Background: an optimization exercise with open tools, aiming at small area, a short achievable clock period and few clock cycles per item. Do not read the settings as production practice. Function was checked by simulation only, so behaviour that the tests miss may differ from the original. Power and IR drop assume default switching activity.

==> flow/design.v (outline; a module is shown in full before it is edited, if it fits) <==
// module conv_top: 2101 lines
// module conv_fa: 4 lines
// module conv_ha: 4 lines
// module conv_pp3: 3 lines
// module conv_pp2: 3 lines
// module conv_bpp: 3 lines
// module conv_bpp0: 3 lines
// module conv_cy: 3 lines
// module conv_xor2: 3 lines
module conv_top(
    input           clk,
    input           rst_n,
    input           start,
    input   [127:0] feature,
    input   [71:0]  weight,
    output          ready,
    output          done,
    output  [7:0]   c11_sa,
    output  [7:0]   c12_sa,
    output  [7:0]   c21_sa,
    output  [7:0]   c22_sa,
    output  [7:0]   c11_custom,
    output  [7:0]   c12_custom,
    output  [7:0]   c21_custom,
    output  [7:0]   c22_custom,
    output  [7:0]   c11_serial,
    output  [7:0]   c12_serial,
    output  [7:0]   c21_serial,
    output  [7:0]   c22_serial
);
  // ...
==> flow/flow/run.sh <==
#!/bin/bash
# Own flow: the standard layout (standard.sh) unchanged, except that the
# port buffers are plain buffers (buf_2) rather than the cell buffer_ports
# picks by default (clkdlybuf4s50_1, a slow delay cell).
set -euo pipefail
bash standard.sh synth > synth.log 2>&1
bash standard.sh BUFFER_PORTS_ARGS="-buffer_cell sky130_fd_sc_hd__buf_2" finish > layout.log 2>&1
==> flow/standard.sh <==
#!/bin/bash
# synth_recipe.tcl (not shown) runs the flow's synth.tcl, then flattens the netlist and writes it again
# the make line also repeats each setting of config.mk as NAME=value (left out here)
make -C /OpenROAD-flow-scripts/flow DESIGN_CONFIG=/design/flow/config.mk WORK_HOME=/design/flow/orfs CLKGATE_MAP_FILE= SYNTH_SCRIPT=/design/flow/synth_recipe.tcl "${@:-finish}"
==> flow/config.mk <==
export PLATFORM = sky130hd
export DESIGN_NAME = conv_top
export DESIGN_NICKNAME = conv_top
export VERILOG_FILES = /design/flow/design.v
export SDC_FILE = /design/flow/constraint.sdc
export NUM_CORES = 4
export LEC_CHECK = 0
export CAP_MARGIN = 20
export CORE_MARGIN = 2
export CORE_UTILIZATION = 60
export SLEW_MARGIN = 20
export SYNTH_HIERARCHICAL = 1
export SYNTH_MINIMUM_KEEP_SIZE = 0
==> flow/constraint.sdc <==
create_clock -name core_clock -period 10.0 [get_ports {clk}]
set_input_delay 2.0000 -clock core_clock [delete_from_list [all_inputs] [get_ports {clk}]]
set_output_delay 2.0000 -clock core_clock [all_outputs]
set_load 0.01 [all_outputs]
==> summary.txt, run 1 <==
Floorplanning
  – Die extent in x: about 170 um
  – Io pins: 301

Clock tree
  – CTS tree: done
  – CTS Buffer Depth: 2
  – H-tree depth: 3
  – Cts bufs inserted: 9
  – Clock transition at the registers of the reported paths: around 0.080 ns

Layout
  – Clk cell area share: 1.685%
  – Commonest non-fill, non-tap cell in the layout: nand2_1
  – Core Util, Final: ~66%
  – Largest registers: top_l x8, top_r x8
  – Final net count: 2430

Hold path
  – Hold Crit Start: q0$_DFF_P_
  – Worst hold path class: register to register
  – Hold path depth: 1

Flow run
  – Max Cap Viol: 0

Setup path
  – Worst endpoint data arrival time: 3.14 ns
  – Critical path depth in cells: 8
  – Crit path kind: register to primary output
  – Cells along the critical path: fa_1 -> fa_1 -> fa_1 -> ha_1 -> nor2_1 -> a211oi_1 -> xnor2_1 -> buf_2

Timing
  – Final hold violation count: 0
  – Final Max Tran Viols: 0
  – Setup_tns: 0 ns
  – Worst slew margin: 30.87%
  – Hold slack: ~0.41 ns

Yosys
  – FF+latch count, synth: 78
  – Prevailing post-synth register cell: dfxtp_1

Power
  – Sw Ratio: 51.79%
  – Max power group: combinational cells
  – PwrDens: about 360 nW/um2
  – Power share of the clock group: ~5.6%

Global routing
  – Met2 Track Usage GR: 66.64%
  – GR Overflow Total: 0

Status
  – Outcome: complete, no violations
Testbench counts, summed over its fixed seeds: cycles 768, items 256.
==> run 2: changes to the inputs <==
--- a/flow/config.mk
+++ b/flow/config.mk
@@ -8,5 +8,5 @@
 export CAP_MARGIN = 20
 export CORE_MARGIN = 2
-export CORE_UTILIZATION = 60
+export CORE_UTILIZATION = 70
 export SLEW_MARGIN = 20
 export SYNTH_HIERARCHICAL = 1
==> run 2 against run 1 <==
- sequential share of layout area about the same
- non-clock buffer count unchanged
- synthesized cell count unchanged
- critical path type unchanged
- highest routed layer is now met5
==> summary.txt, run 2 <==
Yosys
  – Post-synth EDFFs: 0 (unchanged)
  – Post-synthesis cell area: 16480 um2 (unchanged)
  – Top cell type's share of synthesized area: 46.66% (unchanged)
  – Library cells used by synthesis: 28 (unchanged)
  – Top cells by area, synth: fa_1, nand2_1, xor2_1 (unchanged)
  – Prevailing post-synth register cell: dfxtp_1 (unchanged)
  – Cell with the most instances after synthesis: nand2_1 (unchanged)
  – Ys async rst share: 0% (unchanged)
  – FF+latch count, synth: 78 (unchanged)
  – Dominant cell type by area after synthesis: fa_1 (unchanged)
  – Mapped Cells: 1668 (unchanged)
  – Syn_area_per_cell: 9.878 um2 (unchanged)
  – Mapped Nets: 2265 (unchanged)
  – Register area share after synthesis: 9.477% (unchanged)
  – Most frequent cells after synthesis: nand2_1, fa_1, xor2_1 (unchanged)
  – Synth warnings: 7 (unchanged)

Timing
  – Final Max Tran Viols: 0 (unchanged)
  – Final period utilization: 50.96% (was 51.38%)
  – RSZ-0062 raised after global routing: no (unchanged)
  – Setup_tns: 0 ns (unchanged)
  – Layout Skew: 0.01089 ns (was 0.009542 ns)
  – Crit path time final: 5.096 ns (was 5.138 ns)
  – Final hold violation count: 0 (unchanged)
  – Worst slew margin: 35.90% (was 30.87%)
  – Worst Max-Slew Pin Slew: 0.9615 ns (was 1.037 ns)
  – Setup violations, final: 0 (unchanged)
  – Fmax: 196.2 MHz (was 194.6 MHz)

Layout
  – FF/Latch Area: 1565 um2 (unchanged)
  – Largest registers: top_l x8, top_r x8 (unchanged)
  – Final Cell Area: 17740 um2 (about the same)
  – Multi-input gate area: 13860 um2 (unchanged)
  – Area delta synth->final: 7.677% (was 7.692%)
  – Filler cells: 1633 (was 2241)
  – Most frequent cells in the layout: nand2_1, fa_1, buf_2 (unchanged)
  – Fraction of layout cells with a size suffix above 1: 22.47% (unchanged)
  – Final net count: 2430 (unchanged)
  – Commonest non-fill, non-tap cell in the layout: nand2_1 (unchanged)

Global routing
  – Initial antenna violation count: 2 (was 1)
  – Overall Global Routing Usage: 50.98% (was 43.22%)
  – Vias in the first global route: 14.85k (was 14.20k)
  – First-pass GRT wire length: 88.16 mm (was 87.91 mm)
  – GR Overflow Total: 0 (unchanged)
  – Largest net degree at the start of global routing: 70 (was 71)

Status
  – Outcome: complete, no violations (unchanged)

Route
  – Initial drt markers: 1739 (was 1465)
  – Final WL: 61.09 mm (was 60.45 mm)
  – First-pass DRT Iterations: 6 (was 7)
  – Detailed-route via count: 13.93k (was 13.41k)
  – Vias per cell: 6.450 (was 6.153)
  – Routed Antenna Nets: 0 (unchanged)
  – Wire per inst: 28.30 um (was 27.73 um)
  – DRC: 0 (unchanged)

Clock tree
  – Post-CTS setup buffer count: 0 (unchanged)
  – Clock latency (worst-skew pair): 0.36 ns (about the same)
  – Cts repair resizes: 0 (unchanged)
  – CTS hold repair buffers: 0 (unchanged)
  – CTS tree: done (unchanged)
  – CTS Buffer Depth: 2 (unchanged)
  – Cts bufs inserted: 9 (unchanged)
  – Root buffer cell: clkbuf_16 (unchanged)
  – Clk sink count: 78 (unchanged)
  – Clock transition at the registers of the reported paths: 0.07 ns (was 0.08 ns)
  – H-tree depth: 3 (unchanged)

Floorplanning
  – Io pins: 301 (unchanged)
  – Die Y: 157.4 um (was 169.7 um)
  – Die extent in x: 157.4 um (was 169.7 um)
  – Core box area: 23260 um2 (was 26950 um2)
  – Core Rows: 56 (was 60)
  – Starting density of the core: 70.83% (was 61.14%)
  – Die ar.: 24780 um2 (was 28800 um2)

Setup path
  – Cells along the critical path: fa_1 -> fa_1 -> fa_1 -> ha_1 -> nor2_1 -> a211oi_1 -> xnor2_1 -> buf_2 (unchanged)
  – CP Max Fanout: 4 (unchanged)
  – Cell mode on critical path: fa_1 (unchanged)
  – Slowest cell delay on critical path: 0.51 ns (about the same)
  – Worst endpoint data arrival time: 3.10 ns (was 3.14 ns)
  – Crit path kind: register to primary output (unchanged)
  – Worst setup SP type: register (unchanged)
  – CP required: 8.00 ns (about the same)
  – Slowest CP cell: fa_1 (unchanged)
  – Worst Setup End Kind: primary output (unchanged)

Placed design
  – Placement Cell Area: 17420 um2 (was 17440 um2)
  – Placed wire-length estimate: 46.06 mm (was 46.44 mm)
  – Number of port buffers: 300 (unchanged)
  – GPL Wtd Cong: 1.036 (was 1.018)

Power
  – Worst VDD drop: 0.8897 mV (was 0.5971 mV)
  – Static Leak: 7.279 nW (was 7.265 nW)
  – PwrDens: 370.5 nW/um2 (was 362.6 nW/um2)

Hold path
  – Worst hold path class: register to register (unchanged)

Flow run
  – Max Cap Viol: 0 (unchanged)
==> run 2: area by class of cell <==
cell class                 instances  area share (%)
timing repair buffer             301           8.505
antenna                            2         0.02821
tap                              319           2.250
inverter                          21          0.4443
clock buffer                      10           1.291
multi-input combinational       1422           78.14
sequential                        78           8.822
clock inverter                     6          0.5219
==> run 2: modules after synthesis, one instance, submodules excluded <==
module     cells  cell area (um2)
conv_top    1036             6640
conv_fa        1            20.02
conv_xor2      1            8.758
==> run 2: power breakdown <==
group / switching [mW] / total, mW / leakage, nW / internal (mW)
clock: 0.160 / 0.381 / 0.150 / 0.221
combinational: 3.17 / 5.54 / 6.47 / 2.37
sequential: 0.0959 / 0.655 / 0.658 / 0.559
total: 3.43 / 6.57 / 7.28 / 3.15
==> run 2: critical path, delay by kind of cell (launching register included) <==
kind / cells / cell delay (ns)
flip-flops: 1 / 0.32
AND/OR/NAND/NOR: 1 / 0.05
XOR/XNOR: 1 / 0.21
adder cells (fa/ha/maj): 4 / 1.71
AO/OA/AOI/OAI: 1 / 0.26
buffers and inverters: 1 / 0.19
==> run 2: cells by family (layout without fill, tap and decap cells) <==
logic type,after synthesis,in the layout,synth area share [%]
buf+inv,168,338,6.386
simple gates,662,662,15.27
xor+xnor,260,260,13.82
mux,96,96,7.290
other cells,0,2,0
flops,78,78,9.477
fa+ha+maj,394,394,47.41
compound gates,10,10,0.3417
==> run 2: per-stage QoR <==
stage                     hold WS, ns  power (mW)  setup WS, ns  utilization, %  instances
after floorplan                0.4360       5.130         4.930               -       1668
after global placement         0.3932       5.890         4.699           74.87       2141
after detailed placement       0.4102       6.149         4.657           74.87       2141
after CTS                      0.4193       6.545         4.883           76.25       2157
after global routing           0.4393       7.116         4.774           76.25       2157
final                          0.4261       6.573         4.904           76.27       2159
==> run 2: worst paths after layout <==
check	from	endpoint	slack [ns]	depth (start not counted)
setup / recovery	q43$_DFF_P_	c22_custom[7]	4.90	8
hold / removal	q0$_DFF_P_	top_l[0]$_DFF_P_	0.43	1
setup reg to reg	busy_r$_DFF_P_	q25$_DFF_P_	5.01	8
hold reg to reg	q0$_DFF_P_	top_l[0]$_DFF_P_	0.43	1
==> run 2: routing by layer <==
| metal | vias up | wire length, um | global-route usage [%] |
|---|---|---|---|
| li1 | 5319 | - | - |
| met1 | 6665 | 19430 | 59.77 |
| met2 | 1514 | 25590 | 75.23 |
| met3 | 426 | 10500 | 22.96 |
| met4 | 2 | 5557 | 35.11 |
| met5 | - | 12 | 0 |

[separate check: timing with driven ports]
How much do the figures lean on ideal ports? The routed layouts below were timed once more, with nothing changed but the port constraints.
Step 1 assumes that a clkbuf_16 drives the clock port and a buf_2 every other input.
Step 2 also shifts input and output timing later by t, the mid clock arrival at the registers, as if the neighbouring blocks saw the same clock.
a / b / c = ideal / step 1 / step 2; a / b = the first two.
run | t, ns | setup slack, ns | worst hold slack (ns) | latest minus earliest clock arrival (ns) | worst slew at a driven data input, ns
run 1 | 0.396 | 4.862 / 4.816 / 4.570 | 0.412 / 0.412 / 0.412 | 0.013 / 0.013 | 0.08
run 2 | 0.402 | 4.904 / 4.855 / 4.534 | 0.426 / 0.426 / 0.426 | 0.011 / 0.011 | 0.08
After both steps setup and hold are still met in every run listed. The setup slack of run 2, which loses most, moves by -0.049 ns with the drivers and by -0.370 ns with both steps.
